From an optimization exercise on the open Yosys and OpenROAD flow, aimed at small area, a short achievable clock period and few clock cycles per item; shortcuts taken in it are not production practice. RTL that was checked went through simulation tests only; none was proved equivalent to the original. Power and IR drop assume default switching activity.

## rev 12
==> module div, before the edit <==
module div(
    input                               clk,
    input                               resetn,
    input                               signed_div_i,
    input   [31:0]                   operand1_i,
    input   [31:0]                   operand2_i,
    input                               start_i,
    input                               annul_i,
    output  reg[63:0]          result_o,
    output  reg                         ready_o
);
localparam S_IDLE = 3'd0;
localparam S_NEG  = 3'd1;
localparam S_NORM = 3'd2;
localparam S_ITER = 3'd3;
localparam S_DONE = 3'd4;
reg [2:0]  state;
reg [31:0] rem;       
reg [32:0] dsr;       
reg [31:0] quo;
reg [4:0]  cnt;
reg [4:0]  lz_a;      
reg [4:0]  lz_b;      
reg        sa;        
reg        sb;        
wire sa_in = signed_div_i & operand1_i[31];
wire sb_in = signed_div_i & operand2_i[31];
wire b_zero = ~|operand2_i;
wire [32:0] b_ext = {sb_in, operand2_i};
wire neg_first = sa_in & ~sb_in;      
genvar k, i;
function [4:0] lzc32;
    input [31:0] v;
    input        s;
    reg [7:0] nz;
    reg [7:0] oh;
    reg [3:0] nb;
    reg [2:0] hi;
    integer n;
    begin
        for (n = 0; n < 8; n = n + 1)
            nz[n] = s ? ~&v[4*n +: 4] : |v[4*n +: 4];
        for (n = 0; n < 8; n = n + 1)
            oh[n] = nz[n] & ~|(nz >> (n + 1));
        nb = 4'd0;
        hi = 3'd0;
        for (n = 0; n < 8; n = n + 1) begin
            nb = nb | ({4{oh[n]}} & v[4*n +: 4]);
            hi = hi | ({3{oh[n]}} & (3'd7 - n[2:0]));
        end
        nb = nb ^ {4{s}};
        lzc32 = {hi, ~nb[3] & ~nb[2], ~nb[3] & (nb[2] | ~nb[1])};
    end
endfunction
wire [31:0] wa = sa_in ? {~operand1_i[30:0], 1'b1} : operand1_i;
wire [31:0] wb = {operand2_i[31:1], ~sb_in};
wire [7:0] nz_a, nz_b, nz_b_above;
generate
    for (k = 0; k < 8; k = k + 1) begin : nib
        assign nz_a[k] = |wa[4*k+3:4*k];
        assign nz_b[k] = sb_in ? ~&wb[4*k+3:4*k] : |wb[4*k+3:4*k];
        if (k == 7) begin : top
            assign nz_b_above[k] = 1'b0;
        end else begin : below
            assign nz_b_above[k] = |nz_b[7:k+1];
        end
    end
endgenerate
wire small_in = ~|(nz_a & ~nz_b_above);
wire [4:0] sg = lz_b & ~lz_a;
wire [4:0] sp = lz_b | ~lz_a;
wire [4:0] sc;      
assign sc[0] = 1'b1;
assign sc[1] = sg[0] | sp[0];
assign sc[2] = sg[1] | sp[1] & (sg[0] | sp[0]);
assign sc[3] = sg[2] | sp[2] & sg[1] | sp[2] & sp[1] & (sg[0] | sp[0]);
assign sc[4] = sg[3] | sp[3] & sg[2] | sp[3] & sp[2] & sg[1]
             | sp[3] & sp[2] & sp[1] & (sg[0] | sp[0]);
wire [4:0] first = (lz_b ^ sc) ^ ~lz_a;
wire        sub = sa | ~sb;      
wire        neg_q = sa ^ sb;     
wire        rem_s = sa & rem[31];
wire [33:0] x = {rem_s, rem_s, rem};
wire [33:0] y = {dsr[32], dsr};
wire [33:0] g0 = x & y;
wire [33:0] p0 = x | y;
wire [33:0] gg [0:6];
wire [33:0] pp [0:6];
assign gg[0] = g0;
assign pp[0] = p0;
generate
    for (k = 0; k < 6; k = k + 1) begin : ks
        for (i = 0; i < 34; i = i + 1) begin : kb
            if (i >= (1 << k)) begin : comb
                assign gg[k+1][i] = gg[k][i] | (pp[k][i] & gg[k][i - (1 << k)]);
                assign pp[k+1][i] = pp[k][i] & pp[k][i - (1 << k)];
            end else begin : pass
                assign gg[k+1][i] = gg[k][i];
                assign pp[k+1][i] = pp[k][i];
            end
        end
    end
endgenerate
wire [33:0] gt = gg[6];
wire [33:0] pt = pp[6];
wire [33:0] carry = {gt[32:0] | (pt[32:0] & {33{sub}}), sub};
wire [33:0] sum = (x ^ carry) ^ y;
wire neg_le = (x[33] ^ gt[32]) ^ y[33];
wire take = sa ? neg_le : ~sum[33];
wire [32:0] sh [0:5];
assign sh[0] = dsr;
generate
    for (k = 0; k < 5; k = k + 1) begin : shs
        assign sh[k+1] = first[k] ? {sh[k][32 - (1 << k):0], {(1 << k){sub}}} : sh[k];
    end
endgenerate
always @(*) begin
    result_o = {rem[31:0], quo};
    ready_o  = (state == S_DONE);
end
always @(posedge clk) begin
    lz_a  <= lzc32(wa, 1'b0);
    lz_b  <= lzc32(wb, sb_in);
    sa    <= sa_in;
    sb    <= sb_in;
    case (state)
        S_IDLE:  dsr <= b_ext ^ {33{sa_in | ~sb_in}};
        S_NEG:   dsr <= ~sum[32:0];     
        S_NORM:  dsr <= sh[5];
        default: dsr <= {dsr[32], dsr[32:1]};
    endcase
    if (state == S_NORM) cnt <= first;
    else                 cnt <= cnt - 5'd1;
    case (state)
        S_IDLE:  quo <= 32'd0;
        S_NEG:   quo <= 32'd0;
        S_NORM:  quo <= {32{neg_q & take}};
        default: quo <= {quo[30:0], take ^ neg_q};
    endcase
    case (state)
        S_IDLE:  rem <= (b_zero | neg_first) ? 32'd0 : operand1_i;
        S_NEG:   rem <= operand1_i;
        S_NORM:  if (take & neg_q) rem <= sum[31:0];
        S_ITER:  if (take) rem <= sum[31:0];
        default: ;
    endcase
    if (resetn == 1'b0) begin
        state <= S_IDLE;
    end else begin
        case (state)
            S_IDLE: begin
                if (start_i && !annul_i) begin
                    if (b_zero)         state <= S_DONE;
                    else if (neg_first) state <= S_NEG;
                    else if (small_in)  state <= S_DONE;
                    else                   state <= S_NORM;
                end
            end
            S_NEG: begin
                if (annul_i)       state <= S_IDLE;
                else if (small_in) state <= S_DONE;     
                else               state <= S_NORM;
            end
            S_NORM: begin
                if (annul_i)    state <= S_IDLE;
                else if (!take) state <= S_DONE;     
                else            state <= S_ITER;
            end
            S_ITER: begin
                if (annul_i)           state <= S_IDLE;
                else if (cnt == 5'd0)  state <= S_DONE;
            end
            default: state <= S_IDLE;
        endcase
    end
end
endmodule
export LEC_CHECK = 0
export CAP_MARGIN = 20
export CORE_MARGIN = 2
export CORE_UTILIZATION = 40
export SETUP_SLACK_MARGIN = 1.6
export SLEW_MARGIN = 20
create_clock -name core_clock -period 5.0 [get_ports {clk}]
standard.sh (not shown) runs the stock make flow with config.mk's settings and CLKGATE_MAP_FILE= SYNTH_SCRIPT=/design/flow/synth_recipe.tcl, a recipe that flattens the netlist after the stock synthesis.
==> flow/flow/run.sh <==
#!/bin/bash
# The standard layout, with the ports buffered by buf_2 cells.
set -euo pipefail
bash standard.sh "BUFFER_PORTS_ARGS=-buffer_cell sky130_fd_sc_hd__buf_2" finish > standard_flow.log 2>&1
Modified inputs, rev 13 compared to rev 12
--- a/flow/design.v
+++ b/flow/design.v
@@ -12,23 +12,25 @@
 localparam S_IDLE = 3'd0;
 localparam S_NEG  = 3'd1;
 localparam S_NORM = 3'd2;
 localparam S_ITER = 3'd3;
 localparam S_DONE = 3'd4;
 reg [2:0]  state;
-reg [31:0] rem;       
+reg [32:0] rem;
 reg [32:0] dsr;       
 reg [31:0] quo;
 reg [4:0]  cnt;
 reg [4:0]  lz_a;      
 reg [4:0]  lz_b;      
 reg        sa;        
-reg        sb;        
+reg        sub;       
+reg        neg_q;     
 wire sa_in = signed_div_i & operand1_i[31];
 wire sb_in = signed_div_i & operand2_i[31];
 wire b_zero = ~|operand2_i;
+wire [32:0] a_ext = {sa_in, operand1_i};
 wire [32:0] b_ext = {sb_in, operand2_i};
 wire neg_first = sa_in & ~sb_in;      
 genvar k, i;
 function [4:0] lzc32;
     input [31:0] v;
     input        s;
@@ -54,36 +56,33 @@
 endfunction
 wire [31:0] wa = sa_in ? {~operand1_i[30:0], 1'b1} : operand1_i;
 wire [31:0] wb = {operand2_i[31:1], ~sb_in};
 wire [7:0] nz_a, nz_b, nz_b_above;
 generate
     for (k = 0; k < 8; k = k + 1) begin : nib
-        assign nz_a[k] = |wa[4*k+3:4*k];
+        assign nz_a[k] = |operand1_i[4*k+3:4*k];
         assign nz_b[k] = sb_in ? ~&wb[4*k+3:4*k] : |wb[4*k+3:4*k];
         if (k == 7) begin : top
             assign nz_b_above[k] = 1'b0;
         end else begin : below
             assign nz_b_above[k] = |nz_b[7:k+1];
         end
     end
 endgenerate
-wire small_in = ~|(nz_a & ~nz_b_above);
+wire small_in = ~sa_in & ~|(nz_a & ~nz_b_above);
 wire [4:0] sg = lz_b & ~lz_a;
 wire [4:0] sp = lz_b | ~lz_a;
 wire [4:0] sc;      
 assign sc[0] = 1'b1;
 assign sc[1] = sg[0] | sp[0];
 assign sc[2] = sg[1] | sp[1] & (sg[0] | sp[0]);
 assign sc[3] = sg[2] | sp[2] & sg[1] | sp[2] & sp[1] & (sg[0] | sp[0]);
 assign sc[4] = sg[3] | sp[3] & sg[2] | sp[3] & sp[2] & sg[1]
              | sp[3] & sp[2] & sp[1] & (sg[0] | sp[0]);
 wire [4:0] first = (lz_b ^ sc) ^ ~lz_a;
-wire        sub = sa | ~sb;      
-wire        neg_q = sa ^ sb;     
-wire        rem_s = sa & rem[31];
-wire [33:0] x = {rem_s, rem_s, rem};
+wire [33:0] x = {rem[32], rem};
 wire [33:0] y = {dsr[32], dsr};
 wire [33:0] g0 = x & y;
 wire [33:0] p0 = x | y;
 wire [33:0] gg [0:6];
 wire [33:0] pp [0:6];
 assign gg[0] = g0;
@@ -104,66 +103,55 @@
 wire [33:0] gt = gg[6];
 wire [33:0] pt = pp[6];
 wire [33:0] carry = {gt[32:0] | (pt[32:0] & {33{sub}}), sub};
 wire [33:0] sum = (x ^ carry) ^ y;
 wire neg_le = (x[33] ^ gt[32]) ^ y[33];
 wire take = sa ? neg_le : ~sum[33];
-wire [32:0] sh [0:5];
-assign sh[0] = dsr;
-generate
-    for (k = 0; k < 5; k = k + 1) begin : shs
-        assign sh[k+1] = first[k] ? {sh[k][32 - (1 << k):0], {(1 << k){sub}}} : sh[k];
-    end
-endgenerate
 always @(*) begin
     result_o = {rem[31:0], quo};
     ready_o  = (state == S_DONE);
 end
 always @(posedge clk) begin
     lz_a  <= lzc32(wa, 1'b0);
     lz_b  <= lzc32(wb, sb_in);
     sa    <= sa_in;
-    sb    <= sb_in;
+    sub   <= sa_in | ~sb_in;
+    neg_q <= sa_in ^ sb_in;
     case (state)
         S_IDLE:  dsr <= b_ext ^ {33{sa_in | ~sb_in}};
         S_NEG:   dsr <= ~sum[32:0];     
-        S_NORM:  dsr <= sh[5];
+        S_NORM:  dsr <= (dsr << first) | ~({33{1'b1}} << first) & {33{sub}};
         default: dsr <= {dsr[32], dsr[32:1]};
     endcase
     if (state == S_NORM) cnt <= first;
     else                 cnt <= cnt - 5'd1;
     case (state)
         S_IDLE:  quo <= 32'd0;
         S_NEG:   quo <= 32'd0;
         S_NORM:  quo <= {32{neg_q & take}};
         default: quo <= {quo[30:0], take ^ neg_q};
     endcase
     case (state)
-        S_IDLE:  rem <= (b_zero | neg_first) ? 32'd0 : operand1_i;
-        S_NEG:   rem <= operand1_i;
-        S_NORM:  if (take & neg_q) rem <= sum[31:0];
-        S_ITER:  if (take) rem <= sum[31:0];
+        S_IDLE:  rem <= (b_zero | neg_first) ? 33'd0 : a_ext;
+        S_NEG:   rem <= a_ext;
+        S_NORM:  if (take & neg_q) rem <= sum[32:0];
+        S_ITER:  if (take) rem <= sum[32:0];
         default: ;
     endcase
     if (resetn == 1'b0) begin
         state <= S_IDLE;
     end else begin
         case (state)
             S_IDLE: begin
                 if (start_i && !annul_i) begin
-                    if (b_zero)         state <= S_DONE;
-                    else if (neg_first) state <= S_NEG;
-                    else if (small_in)  state <= S_DONE;
+                    if (b_zero | small_in) state <= S_DONE;
+                    else if (neg_first)    state <= S_NEG;
                     else                   state <= S_NORM;
                 end
             end
-            S_NEG: begin
-                if (annul_i)       state <= S_IDLE;
-                else if (small_in) state <= S_DONE;     
-                else               state <= S_NORM;
-            end
+            S_NEG:  state <= annul_i ? S_IDLE : S_NORM;
             S_NORM: begin
                 if (annul_i)    state <= S_IDLE;
                 else if (!take) state <= S_DONE;     
                 else            state <= S_ITER;
             end
             S_ITER: begin
### Flow results
- Rev 13: all stages complete, timing, DRC and antenna checks passed
- From rev 12 to rev 13 the numbers moved as follows: number of sequential cells picked up an extra about 1.7%, fraction of power spent switching nets lost 0.60 points.
- Of rev 12 and rev 13, the run reporting the higher internal portion of total power was rev 12.
- For the global-route usage, rev 13 came in 0.20 points lower than rev 12 did.
- Rev 13 vs rev 12 — global-route wire length before repair climbed slightly
Testbench counts of rev 13, summed over its fixed seeds: cycles 72,428, divisions 8,000.
Only the layout flow was run in rev 12; the RTL was not checked for function there.

[afterwards: timing with drivers on the ports]
Ports are ideal in the flow. The routed layouts listed here were re-timed in OpenROAD.
Step 1 sets driving cells, clkbuf_16 on the clock port and buf_2 on the other inputs (assumed; they add their load-dependent delay and slew).
Step 2 adds t to the input delays and takes it off the output delays; t is the mean of the earliest and latest rising clock arrival at the registers after step 1. Input paths then give back, and output paths get back, about the clock's delay inside the block.
Slacks: ideal ports / drivers / drivers and shift; pairs: ideal ports / drivers.
| run | t (ns) | setup WS [ns] | hold slack, ns | latest minus earliest clock arrival (ns) |
|---|---|---|---|---|
| rev 12 | 0.483 | 1.561 / 1.561 / 1.256 | 0.445 / 0.445 / 0.445 | 0.015 / 0.016 |
| rev 13 | 0.478 | 1.607 / 1.607 / 1.338 | 0.433 / 0.433 / 0.433 | 0.018 / 0.019 |
After both steps setup and hold are still met in every run listed. The setup slack of rev 12, which loses most, moves by 0.000 ns with the drivers and by -0.305 ns with both steps.
